Context: an optimization exercise on an open-source flow, tuned for small area. The choices shown serve that exercise and are no tape-out recipe.
The RTL was checked by simulation tests, not by an equivalence proof against the original design.
Power figures rest on the tool's default switching activity, not on a simulated workload.

// AXI_connect
module AXI_connect
    #( parameter
                ADDR = 32,
                VALID = 1,
                PROT = 3,
                DATA = 32,
                STRB = 4,
                READY = 1,
                RESP = 2
    )
    ( clk, rst,
    M00_AWADDR, M00_ARADDR, M00_AWVALID, M00_WVALID, M00_ARVALID, M00_AWPROT, M00_ARPROT, M00_WDATA, M00_WSTRB, M00_BREADY, M00_RREADY,
    S00_BVALID, S00_RVALID, S00_RDATA, S00_AWREADY, S00_WREADY, S00_ARREADY, S00_BRESP, S00_RRESP,
    S01_BVALID, S01_RVALID, S01_RDATA, S01_AWREADY, S01_WREADY, S01_ARREADY, S01_BRESP, S01_RRESP,
    S02_BVALID, S02_RVALID, S02_RDATA, S02_AWREADY, S02_WREADY, S02_ARREADY, S02_BRESP, S02_RRESP,
    S03_BVALID, S03_RVALID, S03_RDATA, S03_AWREADY, S03_WREADY, S03_ARREADY, S03_BRESP, S03_RRESP,
    S04_BVALID, S04_RVALID, S04_RDATA, S04_AWREADY, S04_WREADY, S04_ARREADY, S04_BRESP, S04_RRESP,
    S05_BVALID, S05_RVALID, S05_RDATA, S05_AWREADY, S05_WREADY, S05_ARREADY, S05_BRESP, S05_RRESP,
    S00_AWADDR, S00_ARADDR, S00_AWVALID, S00_WVALID, S00_ARVALID, S00_AWPROT, S00_ARPROT, S00_WDATA, S00_WSTRB, S00_BREADY, S00_RREADY,
    S01_AWADDR, S01_ARADDR, S01_AWVALID, S01_WVALID, S01_ARVALID, S01_AWPROT, S01_ARPROT, S01_WDATA, S01_WSTRB, S01_BREADY, S01_RREADY,
    S02_AWADDR, S02_ARADDR, S02_AWVALID, S02_WVALID, S02_ARVALID, S02_AWPROT, S02_ARPROT, S02_WDATA, S02_WSTRB, S02_BREADY, S02_RREADY,
    S03_AWADDR, S03_ARADDR, S03_AWVALID, S03_WVALID, S03_ARVALID, S03_AWPROT, S03_ARPROT, S03_WDATA, S03_WSTRB, S03_BREADY, S03_RREADY,
    S04_AWADDR, S04_ARADDR, S04_AWVALID, S04_WVALID, S04_ARVALID, S04_AWPROT, S04_ARPROT, S04_WDATA, S04_WSTRB, S04_BREADY, S04_RREADY,
    S05_AWADDR, S05_ARADDR, S05_AWVALID, S05_WVALID, S05_ARVALID, S05_AWPROT, S05_ARPROT, S05_WDATA, S05_WSTRB, S05_BREADY, S05_RREADY,
    M00_BVALID, M00_RVALID, M00_RDATA, M00_AWREADY, M00_WREADY, M00_ARREADY, M00_BRESP, M00_RRESP
    );
Size: roughly 860 cells after synthesis, about 10 flip-flops, roughly 1100 I/O pins, roughly 6500 um2 of cells after synthesis.
==> module addr_decode, before the edit <==
module addr_decode(
    input  [31:0] addr,
    output [5:0]  sel,
    output        err
    );
    wire z_a  = ~(addr[28] | addr[27] | addr[26] | addr[25]);
    wire z_b  = ~(addr[24] | addr[23] | addr[22] | addr[21]);
    wire base = z_a & z_b & ~addr[31] & addr[30];                  
    wire g40  = base & ~addr[29] & ~addr[19] & ~addr[18];
    wire hi401 = g40 & addr[20];                                   
    wire z_c  = ~(addr[20] | addr[19] | addr[18] | addr[17]);
    wire z_d  = ~(addr[16] | addr[15] | addr[14] | addr[13]);
    assign sel[0] = hi401 & ~addr[17] & ~addr[16];                 
    assign sel[1] = hi401 & ~addr[17] &  addr[16];                 
    assign sel[2] = hi401 &  addr[17] & ~addr[16];                 
    assign sel[3] = base & addr[29] & z_c & z_d;                   
    assign sel[4] = hi401 &  addr[17] &  addr[16];                 
    assign sel[5] = g40 & ~addr[20];                               
    assign err = ~(hi401 | sel[3] | sel[5]);
endmodule
==> flow/config.mk <==
export PLATFORM = sky130hd
export DESIGN_NAME = AXI_connect
export DESIGN_NICKNAME = AXI_connect
export VERILOG_FILES = /design/flow/design.v
export SDC_FILE = /design/flow/constraint.sdc
export NUM_CORES = 4
export LEC_CHECK = 0
export CAP_MARGIN = 20
export CORE_AREA = 5 5 395 395
export CTS_BUF_LIST = sky130_fd_sc_hd__clkbuf_2 sky130_fd_sc_hd__clkbuf_4 sky130_fd_sc_hd__clkbuf_8
export DIE_AREA = 0 0 400 400
export PLACE_DENSITY = 0.4
export SLEW_MARGIN = 20
==> flow/constraint.sdc <==
create_clock -name core_clock -period 6.0 [get_ports {clk}]
set_input_delay 1.2000 -clock core_clock [delete_from_list [all_inputs] [get_ports {clk}]]
set_output_delay 1.2000 -clock core_clock [all_outputs]
set_load 0.01 [all_outputs]
standard.sh (not shown) runs the stock make flow with config.mk's settings and CLKGATE_MAP_FILE= SYNTH_SCRIPT=/design/flow/synth_recipe.tcl, a recipe that flattens the netlist after the stock synthesis.
==> flow/flow/run.sh <==
#!/bin/bash
# Standard ORFS layout with two changes:
#  - synthesis maps the logic with an area-oriented ABC script (flow/abc_speed.script);
#    everything else in ORFS's scripts is used unchanged (copied to ./orfs_scripts);
#  - the port buffers are the smallest buffer cell.
set -eo pipefail
here=$(pwd)
rm -rf "$here/orfs_scripts"
cp -r "$FLOW_HOME/scripts" "$here/orfs_scripts"
cp "$here/flow/abc_speed.script" "$here/orfs_scripts/abc_speed.script"
export BUFFER_PORTS_ARGS="-buffer_cell sky130_fd_sc_hd__buf_1"
bash standard.sh SCRIPTS_DIR="$here/orfs_scripts" synth > synth.log 2>&1
bash standard.sh > standard.log 2>&1
==> flow/flow/abc_speed.script <==
strash
dch
amap
Rerun with:
--- a/flow/design.v
+++ b/flow/design.v
@@ -1,24 +1,18 @@
 module addr_decode(
     input  [31:0] addr,
     output [5:0]  sel,
     output        err
     );
-    wire z_a  = ~(addr[28] | addr[27] | addr[26] | addr[25]);
-    wire z_b  = ~(addr[24] | addr[23] | addr[22] | addr[21]);
-    wire base = z_a & z_b & ~addr[31] & addr[30];                  
-    wire g40  = base & ~addr[29] & ~addr[19] & ~addr[18];
-    wire hi401 = g40 & addr[20];                                   
-    wire z_c  = ~(addr[20] | addr[19] | addr[18] | addr[17]);
-    wire z_d  = ~(addr[16] | addr[15] | addr[14] | addr[13]);
-    assign sel[0] = hi401 & ~addr[17] & ~addr[16];                 
-    assign sel[1] = hi401 & ~addr[17] &  addr[16];                 
-    assign sel[2] = hi401 &  addr[17] & ~addr[16];                 
-    assign sel[3] = base & addr[29] & z_c & z_d;                   
-    assign sel[4] = hi401 &  addr[17] &  addr[16];                 
-    assign sel[5] = g40 & ~addr[20];                               
-    assign err = ~(hi401 | sel[3] | sel[5]);
+    wire hi401 = (addr[31:18] == 14'b0100_0000_0001_00);
+    assign sel[0] = hi401 & (addr[17:16] == 2'b00);                  
+    assign sel[1] = hi401 & (addr[17:16] == 2'b01);                  
+    assign sel[2] = hi401 & (addr[17:16] == 2'b10);                  
+    assign sel[3] = (addr[31:13] == 19'b0110_0000_0000_0000_000);    
+    assign sel[4] = hi401 & (addr[17:16] == 2'b11);                  
+    assign sel[5] = (addr[31:18] == 14'b0100_0000_0000_00);          
+    assign err = ~(|sel);
 endmodule
 module resp_mux #(parameter W = 1) (
     input  [5:0]   v,
     input  [W-1:0] d0, d1, d2, d3, d4, d5,
     input          err,
What happened: The new run completed and failed the layout checks on slew limit; routed wire length shrinks by 1.2%; die area does not change; design area shrinks by 1.9%; global-route usage is about the same; total power grows by 0.41%.

-- static timing again, ports no longer ideal --
How much do the figures lean on ideal ports? The routed layouts below were timed once more, with nothing changed but the port constraints. Step 1 (the two cells are an assumption about what drives the block):
set clk [get_ports {clk}]
set_driving_cell -lib_cell sky130_fd_sc_hd__clkbuf_16 $clk
set_driving_cell -lib_cell sky130_fd_sc_hd__buf_2 [delete_from_list [all_inputs] $clk]
Step 2, shift: input delay + t, output delay - t, t = (earliest + latest rising clock arrival at the registers) / 2. This alone moves slack from input paths to output paths. a / b / c = no drivers / after step 1 / after step 2; a / b = the first two.
run	t, ns	setup slack, ns	worst data-port slew with drivers (ns)
the first run	0.265	0.794 / 0.772 / 0.772	0.76
the second run	0.317	0.486 / 0.448 / 0.448	0.67
For the second run, which loses most, drivers alone change the setup slack by -0.038 ns; drivers and shift together by -0.038 ns.
